This is an optimization exercise on Yosys and OpenROAD, whose aim is small area and a short achievable clock period, not a production implementation.
Where RTL was checked, it was by simulation tests only, not by an equivalence proof against the original.
Power is estimated from default activity; no workload was simulated.

== run E ==
Design lab4_2, start of the top module:
module lab4_2(
  input [1:0] mode,
  input [2:0] n_gasoline_pumps,
  input [2:0] n_diesel_pumps,
  input [3:0] fuel_amount,
  input fuel_type,
  input CLK,
  input rst,
  output [0:5] pump_status,
  output is_gasoline_queue_not_full,
  output is_diesel_queue_not_full,
  output [3:0] n_cars_in_gasoline_queue,
  output [3:0] n_cars_in_diesel_queue,
  output [7:0] total_gasoline_needed,
  output [7:0] total_diesel_needed,
  output reg invalid_gasoline_car,
  output reg invalid_diesel_car,
  output reg invalid_setup_params
);
Size in the first run: about 1,100 cells after synthesis, roughly 120 flip-flops, ~50 I/O pins.
Settings: LEC_CHECK=0, CAP_MARGIN=20, CORE_MARGIN=2, CORE_UTILIZATION=35, CTS_BUF_LIST=sky130_fd_sc_hd__clkbuf_8, PLACE_DENSITY=0.45, SLEW_MARGIN=20; clock period 36.0 ns.
standard.sh (not shown) runs the stock make flow with config.mk's settings and CLKGATE_MAP_FILE= SYNTH_SCRIPT=/design/flow/synth_recipe.tcl, a recipe that flattens the netlist after the stock synthesis.
==> flow/flow/run.sh <==
#!/bin/bash
# Own layout flow: the standard layout (standard.sh) with these changes:
#  1. synthesis keeps lab4_2_core (pure combinational logic) apart from the
#     top module, so the command inputs only pass through the top's final
#     logic, and maps the logic with an area-minded ABC script (flow/abc.script)
#     and without the full-adder extraction (flow/synth.tcl); the registers
#     are the same as the standard synthesis's, all in the top module;
#  2. ports get sky130_fd_sc_hd__buf_1 buffers (the resizer sizes them up
#     where timing needs it);
#  3. ORFS's timing repair aims for a setup slack margin (flow/margin.txt),
#     so the gates get sized for a short period.
# Each tool's output goes to a log file of its own in this folder.
set -euo pipefail
W=$PWD
MARGIN=$(cat "$W/flow/margin.txt")
make -C "$FLOW_HOME" DESIGN_CONFIG="$W/config.mk" WORK_HOME="$W/orfs" CLKGATE_MAP_FILE= \
  SYNTH_SCRIPT="$W/flow/synth.tcl" MY_ABC_SCRIPT="$W/flow/abc.script" ADDER_MAP_FILE= \
  SYNTH_HIERARCHICAL=1 SYNTH_MINIMUM_KEEP_SIZE=0 \
  synth > "$W/synth.log" 2>&1
BUFFER_PORTS_ARGS="-buffer_cell sky130_fd_sc_hd__buf_1" SETUP_SLACK_MARGIN=$MARGIN \
  bash "$W/standard.sh" > "$W/layout.log" 2>&1
==> flow/flow/abc.script <==
strash
&get -n
&st
&dch -x
&nf -R 200
&st
&dch -x
&nf -R 200
&st
&dch -x
&nf -R 200
&put
==> flow/flow/margin.txt <==
27.3
==> flow/flow/synth.tcl <==
# The standard synthesis (synth_recipe.tcl: ORFS synth.tcl without Yosys's fsm
# and share passes, then flatten and rename), except that ABC maps the logic
# with the script named by MY_ABC_SCRIPT (flow/abc.script) instead of ORFS's
# speed script with its 36 ps delay target.  Registers are untouched by ABC.
proc synth {args} { yosys synth -nofsm -noshare {*}$args }
proc abc {args} {
  set keep {}
  set skip 0
  foreach a $args {
    if { $skip } { set skip 0; continue }
    if { $a in {-script -constr -D} } { set skip 1; continue }
    lappend keep $a
  }
  if { [info exists ::env(MY_ABC_SCRIPT)] } { lappend keep -script $::env(MY_ABC_SCRIPT) }
  puts "abc (custom) $keep"
  yosys abc {*}$keep
}
source $::env(SCRIPTS_DIR)/synth.tcl
# left out here: clear keep_hierarchy, flatten, clean up, hide names made inside functions, write 1_2_yosys.v
Run E finished end to end and its layout was clean on timing, DRC and antenna.
Setup changes, run E to run A
--- a/flow/design.v
+++ b/flow/design.v
@@ -46,31 +46,36 @@
     default: enc = 4'bxxxx;
   endcase
 end
 wire [3:0] eg = add_g ? enc : 4'd0;
 wire [3:0] ed = add_d ? enc : 4'd0;
 wire [23:0] r_keep;
 wire [5:0]  newg, newd;
 wire [31:0] gq_nx, dq_nx;
 wire [3:0]  ncg0, ncg1, ncd0, ncd1;
 wire [6:0]  tg0, td0;
 lab4_2_core core (
   .gc(gc), .am(am), .r(r), .gq(gq), .dq(dq), .ncg(ncg), .ncd(ncd), .tg(tg), .td(td),
-  .pump_status(pump_status),
   .r_keep(r_keep), .newg(newg), .newd(newd),
   .setup(setup), .eg(eg), .ed(ed), .gq_nx(gq_nx), .dq_nx(dq_nx),
   .ncg0(ncg0), .ncg1(ncg1), .ncd0(ncd0), .ncd1(ncd1),
   .tg0(tg0), .td0(td0));
 wire nog = ncg[3] & ncg[2];      
 wire nod = ncd[3] & ncd[2];
+genvar gp;
+generate
+  for (gp = 0; gp < 6; gp = gp + 1) begin : g_ps
+    assign pump_status[gp] = am[gp] & ~r[4*gp+3] & ~r[4*gp+2];
+  end
+endgenerate
 assign is_gasoline_queue_not_full = ~ncg[3];
 assign is_diesel_queue_not_full   = ~ncd[3];
 assign n_cars_in_gasoline_queue   = ncg;
 assign n_cars_in_diesel_queue     = ncd;
 assign total_gasoline_needed      = {nog, tg | {7{nog}}};
 assign total_diesel_needed        = {nod, td | {7{nod}}};
 wire [3:0] lo_g = {1'b0, tg0[2:0]} + {1'b0, fuel_amount[2:0]};
 wire [3:0] lo_d = {1'b0, td0[2:0]} + {1'b0, fuel_amount[2:0]};
 wire [6:0] tga = fuel_amount[3] ? tg0 + 7'd8 : {tg0[6:3] + lo_g[3], lo_g[2:0]};
 wire [6:0] tda = fuel_amount[3] ? td0 + 7'd8 : {td0[6:3] + lo_d[3], lo_d[2:0]};
 wire [2:0] sum3 = n_gasoline_pumps + n_diesel_pumps;
 wire [3:0] sum4 = {1'b0, n_gasoline_pumps} + {1'b0, n_diesel_pumps};
@@ -115,48 +120,41 @@
                    (newg[i] ? eg : 4'd0) | (newd[i] ? ed : 4'd0);
   gq <= gq_nx;
   dq <= dq_nx;
 end
 endmodule
 module lab4_2_core(
   input  [2:0]  gc,
   input  [5:0]  am,
   input  [23:0] r,
   input  [31:0] gq, dq,
   input  [3:0]  ncg, ncd,
   input  [6:0]  tg, td,
-  output [0:5]  pump_status,
   output reg [23:0] r_keep,      
   output reg [5:0]  newg, newd,  
   input         setup,           
   input  [3:0]  eg, ed,          
   output reg [31:0] gq_nx, dq_nx,  
   output [3:0]  ncg0, ncg1, ncd0, ncd1,  
   output [6:0]  tg0, td0         
 );
 wire [5:0] gm = {gc[2] & gc[1], gc[2] & (gc[1] | gc[0]), gc[2], gc[2] | (gc[1] & gc[0]), gc[2] | gc[1], |gc};
 wire [5:0] dm = am & ~gm;
 reg  [5:0] free;
 reg  [6:0] ohg, ohd;
 reg  [5:0] tkg [0:5];      
 reg  [5:0] tkd [0:5];
 reg  [7:0] eqg, eqd;       
 reg  [2:0] pfg, pfd;       
 integer a, b, k, q, c;
-genvar gi;
-generate
-  for (gi = 0; gi < 6; gi = gi + 1) begin : g_ps
-    assign pump_status[gi] = am[gi] & free[gi];
-  end
-endgenerate
 always @* begin
   for (a = 0; a < 6; a = a + 1)
     free[a] = ~(r[4*a+3] | r[4*a+2]);
   ohg = 7'd1;
   ohd = 7'd1;
   for (a = 0; a < 6; a = a + 1) begin
     tkg[a] = (gm[a] & free[a]) ? ohg[5:0] : 6'd0;
     tkd[a] = (dm[a] & free[a]) ? ohd[5:0] : 6'd0;
     if (gm[a] & free[a]) ohg = {ohg[5:0], 1'b0};
     if (dm[a] & free[a]) ohd = {ohd[5:0], 1'b0};
   end
   pfg = 3'd0;
## What came out
Compared to run E, run A has all-layer global routing usage 1.0 points lower. Run E and run A ended up with roughly the same switching part of the total. Diff run E -> run A | synthesized area divided by synthesized cell count | up slightly. Re wire length on met2: run A is 7.5% down on run E. Run A finished end to end and its layout was clean on timing, DRC and antenna. As of run A, length in cells of the worst reg-to-reg path had fallen by a little under 10% compared to run E. Run E has lower count of clock-buffer cells in the layout than run A. Re mapped cell area: run A is 34 sq um up on run E. Total power is higher on run E. In run A the core utilization turned out 0.22 points higher than in run E. On maximum fanout encountered on the critical timing path: run A sits above run E. Of run E and run A, the run reporting the higher met3 capacity usage during global routing was run E. Run E reports its cell type of the slowest stage on the worst timing path as dfxtp_1 while run A reports nor2_1. Run A vs run E — via count dropped slightly.
For run A, only the layout was checked, not whether the RTL still works.

[afterwards: timing with drivers on the ports]
How much do the figures lean on ideal ports? The routed layouts below were timed once more, with nothing changed but the port constraints.
Step 1, drivers: a clkbuf_16 drives CLK and a buf_2 each remaining input, both assumed.
Step 2, shift: input delay + t, output delay - t, t = (earliest + latest rising clock arrival at the registers) / 2. This alone moves slack from input paths to output paths.
Slacks: ideal ports / drivers / drivers and shift; pairs: ideal ports / drivers.
| run | t, ns | setup slack, ns | worst setup path after step 2 |
|---|---|---|---|
| run E | 0.492 | 27.345 / 27.301 / 26.961 | input to register |
| run A | 0.492 | 27.376 / 27.362 / 26.904 | input to register |
After both steps every run listed still meets setup and hold. The setup slack of run A, which loses most, moves by -0.014 ns with the drivers and by -0.472 ns with both steps.
